What follows belongs to an exercise in optimizing a design on an open flow for small area, a short achievable clock period and few clock cycles; a production flow would make more cautious choices.
At most, simulation tests tie the RTL to the original design; equivalence was not proved.

==> module maze, before the edit <==
module maze(clk, reset, start_i, row_i, action_o, coord_o);
    input clk, reset, start_i;
    input [15:0] row_i;
    output reg [1:0] action_o;
    output [5:0] coord_o;
    localparam [1:0] A_IDLE = 2'b00, A_IN = 2'b01, A_CAL = 2'b10, A_OUT = 2'b11;
    reg [63:0] s1, s0;
    reg [3:0]  cnt;
    reg [1:0]  T;       
    reg [1:0]  dm;      
    reg        tgt;     
    reg [7:0]  cpos, rpos;
    wire load = (action_o == A_IN) & ~cnt[3];
    wire walk = (action_o == A_OUT);
    wire [7:0] in1, in0, isst;
    genvar g;
    generate for (g = 0; g < 8; g = g + 1) begin : col
        assign in1[g]  =  row_i[15-2*g] &  row_i[14-2*g];
        assign in0[g]  = ~row_i[15-2*g] &  row_i[14-2*g];
        assign isst[g] =  row_i[15-2*g] & ~row_i[14-2*g];
    end endgenerate
    wire       found = load & |isst;
    wire       last  = load & (cnt[2:0] == 3'd7);    
    wire [7:0] ldr   = {8{load}} & (8'd1 << cnt[2:0]);
    reg [63:0] x1, x0;
    integer k;
    always @* begin
        x1 = s1;
        x0 = s0;
        for (k = 7; k < 64; k = k + 8) begin
            x1[k] = last ? in1[k >> 3] : s1[k];
            x0[k] = last ? in0[k >> 3] : s0[k];
        end
    end
    wire [63:0] ROW0 = 64'h0101010101010101;
    wire [63:0] ROW7 = 64'h8080808080808080;
    wire [63:0] nb  = ((x1 >> 1) & ~ROW7) | ((x1 << 1) & ~ROW0) | (x1 >> 8) | (x1 << 8);
    wire [63:0] nw  = nb & ~x1 & ~x0 & {64{~load | last}};
    wire        lab = T[1] ^ T[0];       
    always @(posedge clk) begin
        for (k = 0; k < 64; k = k + 1) begin
            if (ldr[k & 7] & ((k & 7) != 7)) begin
                s1[k] <= in1[k >> 3];
                s0[k] <= in0[k >> 3];
            end else begin
                s1[k] <= x1[k] | nw[k];
                s0[k] <= x0[k] | (nw[k] & lab);
            end
        end
    end
    reg  [7:0] c1, c0, r1, r0;    
    integer a, b;
    always @* begin
        for (a = 0; a < 8; a = a + 1) begin
            c1[a] = 1'b0; c0[a] = 1'b0;
            r1[a] = 1'b0; r0[a] = 1'b0;
            for (b = 0; b < 8; b = b + 1) begin
                c1[a] = c1[a] | (cpos[b] & s1[b*8+a]);
                c0[a] = c0[a] | (cpos[b] & s0[b*8+a]);
                r1[a] = r1[a] | (rpos[b] & s1[a*8+b]);
                r0[a] = r0[a] | (rpos[b] & s0[a*8+b]);
            end
        end
    end
    wire [7:0] cv = c1 & ~(c0 ^ {8{tgt}});
    wire [7:0] rv = r1 & ~(r0 ^ {8{tgt}});
    wire up    = |(rpos[7:1] & cv[6:0]);
    wire down  = |(rpos[6:0] & cv[7:1]);
    wire left  = |(cpos[7:1] & rv[6:0]);
    wire right = |(cpos[6:0] & rv[7:1]);
    wire reach = up | down | left | right;
    function [2:0] enc(input [7:0] x);
        enc = {|x[7:4], x[2] | x[3] | x[6] | x[7], x[1] | x[3] | x[5] | x[7]};
    endfunction
    wire [2:0] cc = enc(cpos);
    wire [2:0] cr = enc(rpos);
    assign coord_o = {cc, cr};
    wire mu = walk & up;
    wire md = walk & ~up & down;
    wire mv = walk & ~(up | down);           
    wire ml = mv & left;
    wire mr = mv & ~left;
    wire hold = ~found & ~walk;
    wire pd = cc[0] ^ cr[0] ^ row_i[4] ^ row_i[0];    
    always @(posedge clk) begin
        rpos <= ({8{found}} & (8'd1 << cnt[2:0])) | ({8{hold | mv}} & rpos)
              | ({8{mu}} & (rpos >> 1)) | ({8{md}} & (rpos << 1));
        cpos <= ({8{found}} & isst) | ({8{hold | mu | md}} & cpos)
              | ({8{ml}} & (cpos >> 1)) | ({8{mr}} & (cpos << 1));
    end
    always @(posedge clk) begin
        if (load & ~last) T <= 2'd0;
        else              T <= T + 2'd1;
        if (walk)                  dm <= dm - 2'd1;
        else if (action_o == A_IN) dm <= {~pd, pd};
        else                       dm <= T + 2'd1;
        tgt <= (walk & ~dm[1]) | (~walk & ~load & ((reach & tgt) | (~reach & lab)));
    end
    always @(posedge clk or posedge reset) begin
        if (reset) begin
            action_o <= A_IDLE;
            cnt <= 4'd0;
        end else begin
            case (action_o)
                A_IDLE: begin
                    cnt <= 4'd0;
                    if (start_i) action_o <= A_IN;
                end
                A_IN: begin
                    cnt <= cnt + 4'd1;
                    if (cnt[3]) action_o <= reach ? A_OUT : A_CAL;
                end
                A_CAL: if (reach) action_o <= A_OUT;
                A_OUT: if (!reach) action_o <= A_IDLE;    
            endcase
        end
    end
endmodule
clock: 3.7 ns
lec_check: 0
abc_area: 1
cap_margin: 20
core_margin: 2
core_utilization: 40
setup_slack_margin: 1.3
slew_margin: 20
run.sh (not shown) runs the stock make flow with config.mk's settings and CLKGATE_MAP_FILE= SYNTH_SCRIPT=/design/flow/synth_recipe.tcl, a recipe that flattens the netlist after the stock synthesis.
The first run passed the timing, design-rule and antenna checks.
Rerun with:
--- a/flow/design.v
+++ b/flow/design.v
@@ -4,14 +4,15 @@
     output reg [1:0] action_o;
     output [5:0] coord_o;
     localparam [1:0] A_IDLE = 2'b00, A_IN = 2'b01, A_CAL = 2'b10, A_OUT = 2'b11;
     reg [63:0] s1, s0;
-    reg [3:0]  cnt;
+    reg [8:0]  ph;      
+    reg        ld;      
     reg [1:0]  T;       
     reg [1:0]  dm;      
     reg        tgt;     
     reg [7:0]  cpos, rpos;
-    wire load = (action_o == A_IN) & ~cnt[3];
+    wire load = ld | ph[7];
     wire walk = (action_o == A_OUT);
     wire [7:0] in1, in0, isst;
     genvar g;
     generate for (g = 0; g < 8; g = g + 1) begin : col
@@ -19,10 +20,10 @@
         assign in0[g]  = ~row_i[15-2*g] &  row_i[14-2*g];
         assign isst[g] =  row_i[15-2*g] & ~row_i[14-2*g];
     end endgenerate
     wire       found = load & |isst;
-    wire       last  = load & (cnt[2:0] == 3'd7);    
-    wire [7:0] ldr   = {8{load}} & (8'd1 << cnt[2:0]);
+    wire       last  = ph[7];    
+    wire [7:0] ldr   = ph[7:0];
     reg [63:0] x1, x0;
     integer k;
     always @* begin
         x1 = s1;
@@ -34,9 +35,9 @@
     end
     wire [63:0] ROW0 = 64'h0101010101010101;
     wire [63:0] ROW7 = 64'h8080808080808080;
     wire [63:0] nb  = ((x1 >> 1) & ~ROW7) | ((x1 << 1) & ~ROW0) | (x1 >> 8) | (x1 << 8);
-    wire [63:0] nw  = nb & ~x1 & ~x0 & {64{~load | last}};
+    wire [63:0] nw  = nb & ~x1 & ~x0 & {64{~ld}};
     wire        lab = T[1] ^ T[0];       
     always @(posedge clk) begin
         for (k = 0; k < 64; k = k + 1) begin
             if (ldr[k & 7] & ((k & 7) != 7)) begin
@@ -82,35 +83,35 @@
     wire mr = mv & ~left;
     wire hold = ~found & ~walk;
     wire pd = cc[0] ^ cr[0] ^ row_i[4] ^ row_i[0];    
     always @(posedge clk) begin
-        rpos <= ({8{found}} & (8'd1 << cnt[2:0])) | ({8{hold | mv}} & rpos)
+        rpos <= ({8{found}} & ph[7:0]) | ({8{hold | mv}} & rpos)
               | ({8{mu}} & (rpos >> 1)) | ({8{md}} & (rpos << 1));
         cpos <= ({8{found}} & isst) | ({8{hold | mu | md}} & cpos)
               | ({8{ml}} & (cpos >> 1)) | ({8{mr}} & (cpos << 1));
     end
     always @(posedge clk) begin
-        if (load & ~last) T <= 2'd0;
-        else              T <= T + 2'd1;
+        if (ld) T <= 2'd0;
+        else    T <= T + 2'd1;
         if (walk)                  dm <= dm - 2'd1;
         else if (action_o == A_IN) dm <= {~pd, pd};
         else                       dm <= T + 2'd1;
         tgt <= (walk & ~dm[1]) | (~walk & ~load & ((reach & tgt) | (~reach & lab)));
     end
+    always @(posedge clk) begin
+        case (action_o)
+            A_IDLE:  begin ph <= {8'd0, start_i}; ld <= start_i; end
+            A_IN:    begin ph <= ph << 1;         ld <= ld & ~ph[6]; end
+            default: begin ph <= 9'd0;            ld <= 1'b0; end
+        endcase
+    end
     always @(posedge clk or posedge reset) begin
         if (reset) begin
             action_o <= A_IDLE;
-            cnt <= 4'd0;
         end else begin
             case (action_o)
-                A_IDLE: begin
-                    cnt <= 4'd0;
-                    if (start_i) action_o <= A_IN;
-                end
-                A_IN: begin
-                    cnt <= cnt + 4'd1;
-                    if (cnt[3]) action_o <= reach ? A_OUT : A_CAL;
-                end
+                A_IDLE: if (start_i) action_o <= A_IN;
+                A_IN:   if (ph[8]) action_o <= reach ? A_OUT : A_CAL;
                 A_CAL: if (reach) action_o <= A_OUT;
                 A_OUT: if (!reach) action_o <= A_IDLE;    
             endcase
         end
Outcome: Synthesized area goes down slightly; cell count came out lower slightly; setup slack stays flat; die area falls slightly; via count is lower slightly; fmax is about the same; utilization drops by 1.7 points; first-iteration DRC count went up by roughly a tenth; global-route usage increases by 1.4 points; final area goes down by a few percent; hold slack got worse by 14 ps.
Testbench counts after the change, summed over its fixed seeds: cycles 39,396.
Function not checked in the first run of this note: the RTL went through the layout flow alone.

* * *

Another version of the RTL of maze (not shown whole).
Size: ~1200 cells after synthesis, about 170 flip-flops.
==> module maze, before the edit <==
module maze(clk, reset, start_i, row_i, action_o, coord_o);
    input clk, reset, start_i;
    input [15:0] row_i;
    output reg [1:0] action_o;
    output reg [5:0] coord_o;
    localparam [1:0] A_IDLE = 2'b00, A_IN = 2'b01, A_CAL = 2'b10, A_OUT = 2'b11;
    reg [63:0] s1, s0;
    reg [3:0]  cnt;
    reg [1:0]  T;       
    reg [1:0]  dm;      
    reg        tgt;     
    reg [5:0]  endc;
    reg [7:0]  cpos, rpos;
    wire load = (action_o == A_IN) & ~cnt[3];
    wire walk = (action_o == A_OUT);
    wire [63:0] ROW0 = 64'h0101010101010101;
    wire [63:0] ROW7 = 64'h8080808080808080;
    wire [63:0] nb  = ((s1 >> 1) & ~ROW7) | ((s1 << 1) & ~ROW0) | (s1 >> 8) | (s1 << 8);
    wire [63:0] nw  = nb & ~s1 & ~s0;
    wire        lab = T[1] ^ T[0];       
    wire [7:0] in1, in0, isst;
    genvar g;
    generate for (g = 0; g < 8; g = g + 1) begin : col
        assign in1[g]  =  row_i[15-2*g] &  row_i[14-2*g];
        assign in0[g]  = ~row_i[15-2*g] &  row_i[14-2*g];
        assign isst[g] =  row_i[15-2*g] & ~row_i[14-2*g];
    end endgenerate
    wire [2:0] stcol = {|isst[7:4], isst[2]|isst[3]|isst[6]|isst[7], isst[1]|isst[3]|isst[5]|isst[7]};
    reg [63:0] sh1, sh0;
    integer k;
    always @* begin
        for (k = 0; k < 64; k = k + 1) begin
            if (k[2:0] == 3'd7) begin
                sh1[k] = in1[k >> 3];
                sh0[k] = in0[k >> 3];
            end else begin
                sh1[k] = s1[k+1];
                sh0[k] = s0[k+1];
            end
        end
    end
    always @(posedge clk) begin
        if (load) begin
            s1 <= sh1;
            s0 <= sh0;
        end else begin
            s1 <= s1 | nw;
            s0 <= s0 | (nw & {64{lab}});
        end
    end
    wire [63:0] G = s1 & ~(s0 ^ {64{tgt}});
    reg  [7:0] cv, rv;    
    integer a, b;
    always @* begin
        for (a = 0; a < 8; a = a + 1) begin
            cv[a] = 1'b0;
            rv[a] = 1'b0;
            for (b = 0; b < 8; b = b + 1) begin
                cv[a] = cv[a] | (cpos[b] & G[b*8+a]);
                rv[a] = rv[a] | (rpos[b] & G[a*8+b]);
            end
        end
    end
    wire up    = |(rpos[7:1] & cv[6:0]);
    wire down  = |(rpos[6:0] & cv[7:1]);
    wire left  = |(cpos[7:1] & rv[6:0]);
    wire right = |(cpos[6:0] & rv[7:1]);
    wire reach = up | down | left | right;
    wire [2:0] cc = coord_o[5:3];
    wire [2:0] cr = coord_o[2:0];
    wire [2:0] crm = cr - 3'd1, crp = cr + 3'd1, ccm = cc - 3'd1, ccp = cc + 3'd1;
    wire       vert = up | down;
    always @(posedge clk) begin
        if (load) T <= 2'd0;
        else      T <= T + 2'd1;
        if (action_o == A_IN & cnt[3]) endc <= {row_i[6:4], row_i[2:0]};
        if (load & |isst) begin
            coord_o <= {stcol, cnt[2:0]};
            cpos    <= isst;
            rpos    <= 8'd1 << cnt[2:0];
        end else if (walk) begin
            coord_o[2:0] <= up ? crm : down ? crp : cr;
            coord_o[5:3] <= vert ? cc : left ? ccm : ccp;
            rpos <= up ? rpos >> 1 : down ? rpos << 1 : rpos;
            cpos <= vert ? cpos : left ? cpos >> 1 : cpos << 1;
        end
        if (walk) begin
            dm  <= dm - 2'd1;
            tgt <= ~dm[1];
        end else begin
            dm  <= T + 2'd1;
            if (load)       tgt <= 1'b0;
            else if (!reach) tgt <= lab;
        end
    end
    always @(posedge clk or posedge reset) begin
        if (reset) begin
            action_o <= A_IDLE;
            cnt <= 4'd0;
        end else begin
            case (action_o)
                A_IDLE: begin
                    cnt <= 4'd0;
                    if (start_i) action_o <= A_IN;
                end
                A_IN: begin
                    cnt <= cnt + 4'd1;
                    if (cnt[3]) action_o <= reach ? A_OUT : A_CAL;
                end
                A_CAL: if (reach) action_o <= A_OUT;
                A_OUT: if (coord_o == endc) action_o <= A_IDLE;
            endcase
        end
    end
endmodule
Settings: LEC_CHECK=0, CAP_MARGIN=20, CORE_MARGIN=2, CORE_UTILIZATION=40, SETUP_SLACK_MARGIN=2.0, SLEW_MARGIN=20; clock period 3.7 ns.
==> next run, changes <==
--- a/flow/design.v
+++ b/flow/design.v
@@ -27,4 +27,5 @@
     end endgenerate
     wire [2:0] stcol = {|isst[7:4], isst[2]|isst[3]|isst[6]|isst[7], isst[1]|isst[3]|isst[5]|isst[7]};
+    wire       found = load & |isst;
     reg [63:0] sh1, sh0;
     integer k;
@@ -67,30 +68,42 @@
     wire right = |(cpos[6:0] & rv[7:1]);
     wire reach = up | down | left | right;
+    function [2:0] dec3(input [2:0] x);
+        case (x)
+            3'd0: dec3 = 3'd7; 3'd1: dec3 = 3'd0; 3'd2: dec3 = 3'd1; 3'd3: dec3 = 3'd2;
+            3'd4: dec3 = 3'd3; 3'd5: dec3 = 3'd4; 3'd6: dec3 = 3'd5; default: dec3 = 3'd6;
+        endcase
+    endfunction
+    function [2:0] inc3(input [2:0] x);
+        case (x)
+            3'd0: inc3 = 3'd1; 3'd1: inc3 = 3'd2; 3'd2: inc3 = 3'd3; 3'd3: inc3 = 3'd4;
+            3'd4: inc3 = 3'd5; 3'd5: inc3 = 3'd6; 3'd6: inc3 = 3'd7; default: inc3 = 3'd0;
+        endcase
+    endfunction
     wire [2:0] cc = coord_o[5:3];
     wire [2:0] cr = coord_o[2:0];
-    wire [2:0] crm = cr - 3'd1, crp = cr + 3'd1, ccm = cc - 3'd1, ccp = cc + 3'd1;
-    wire       vert = up | down;
+    wire [2:0] crm = dec3(cr), crp = inc3(cr), ccm = dec3(cc), ccp = inc3(cc);
+    wire mu = walk & up;
+    wire md = walk & ~up & down;
+    wire mv = walk & ~(up | down);           
+    wire ml = mv & left;
+    wire mr = mv & ~left;
+    wire hold = ~found & ~walk;
+    always @(posedge clk) begin
+        rpos <= ({8{found}} & (8'd1 << cnt[2:0])) | ({8{hold | mv}} & rpos)
+              | ({8{mu}} & (rpos >> 1)) | ({8{md}} & (rpos << 1));
+        cpos <= ({8{found}} & isst) | ({8{hold | mu | md}} & cpos)
+              | ({8{ml}} & (cpos >> 1)) | ({8{mr}} & (cpos << 1));
+        coord_o[2:0] <= ({3{found}} & cnt[2:0]) | ({3{hold | mv}} & cr)
+                      | ({3{mu}} & crm) | ({3{md}} & crp);
+        coord_o[5:3] <= ({3{found}} & stcol) | ({3{hold | mu | md}} & cc)
+                      | ({3{ml}} & ccm) | ({3{mr}} & ccp);
+    end
     always @(posedge clk) begin
         if (load) T <= 2'd0;
         else      T <= T + 2'd1;
         if (action_o == A_IN & cnt[3]) endc <= {row_i[6:4], row_i[2:0]};
-        if (load & |isst) begin
-            coord_o <= {stcol, cnt[2:0]};
-            cpos    <= isst;
-            rpos    <= 8'd1 << cnt[2:0];
-        end else if (walk) begin
-            coord_o[2:0] <= up ? crm : down ? crp : cr;
-            coord_o[5:3] <= vert ? cc : left ? ccm : ccp;
-            rpos <= up ? rpos >> 1 : down ? rpos << 1 : rpos;
-            cpos <= vert ? cpos : left ? cpos >> 1 : cpos << 1;
-        end
-        if (walk) begin
-            dm  <= dm - 2'd1;
-            tgt <= ~dm[1];
-        end else begin
-            dm  <= T + 2'd1;
-            if (load)       tgt <= 1'b0;
-            else if (!reach) tgt <= lab;
-        end
+        if (walk) dm <= dm - 2'd1;
+        else      dm <= T + 2'd1;
+        tgt <= (walk & ~dm[1]) | (~walk & ~load & ((reach & tgt) | (~reach & lab)));
     end
     always @(posedge clk or posedge reset) begin
Effect:
- worst hold slack loses 0.013 ns
- final cell count climbs by 3.6%
- via count rises by 12%
- die area increases by 3.2%
- wire length rose by 23%
- clock-buffer cell count increases by 3
- non-clock buffer count rose by 5
- setup slack is better by 0.39 ns
- utilization climbs by 5.4 points
- design area came out higher by 11%
- global-route usage grows by 4.3 points
- clock skew is lower by 0.0035 ns
Testbench counts after the change, summed over its fixed seeds: cycles 40,888.
Function not checked in the first run of this note: the RTL went through the layout flow alone.

## port drivers added, routing unchanged
The results above use ideal ports. As a check the final layouts listed here were re-extracted and re-timed, cells and wires unchanged.
Step 1, drivers: a clkbuf_16 drives clk and a buf_2 each remaining input, both assumed.
Step 2 moves the port delays by t, midway between the first and last clock arrival at a register: inputs arrive t later, outputs are due t later. That takes back most of the time a late clock gives input paths.
a / b / c = ideal / step 1 / step 2; a / b = the first two.
run	shift t [ns]	setup slack, ns	worst hold slack (ns)	worst setup path after step 2	clock arrival spread, ns
the first run of note 1	0.489	1.324 / 1.274 / 0.902	0.456 / 0.456 / 0.456	input to register	0.011 / 0.011
the second run of note 1	0.487	1.326 / 1.274 / 1.009	0.443 / 0.411 / 0.469	input to register	0.012 / 0.011
the first run of note 2	0.483	0.404 / 0.404 / 0.404	0.477 / 0.477 / 0.477	register to register	0.014 / 0.014
the second run of note 2	0.489	0.793 / 0.793 / 0.758	0.463 / 0.463 / 0.463	input to register	0.011 / 0.010
After both steps every run listed still meets setup and hold. For the first run of note 1, which loses most, drivers alone change the setup slack by -0.050 ns; drivers and shift together by -0.422 ns.
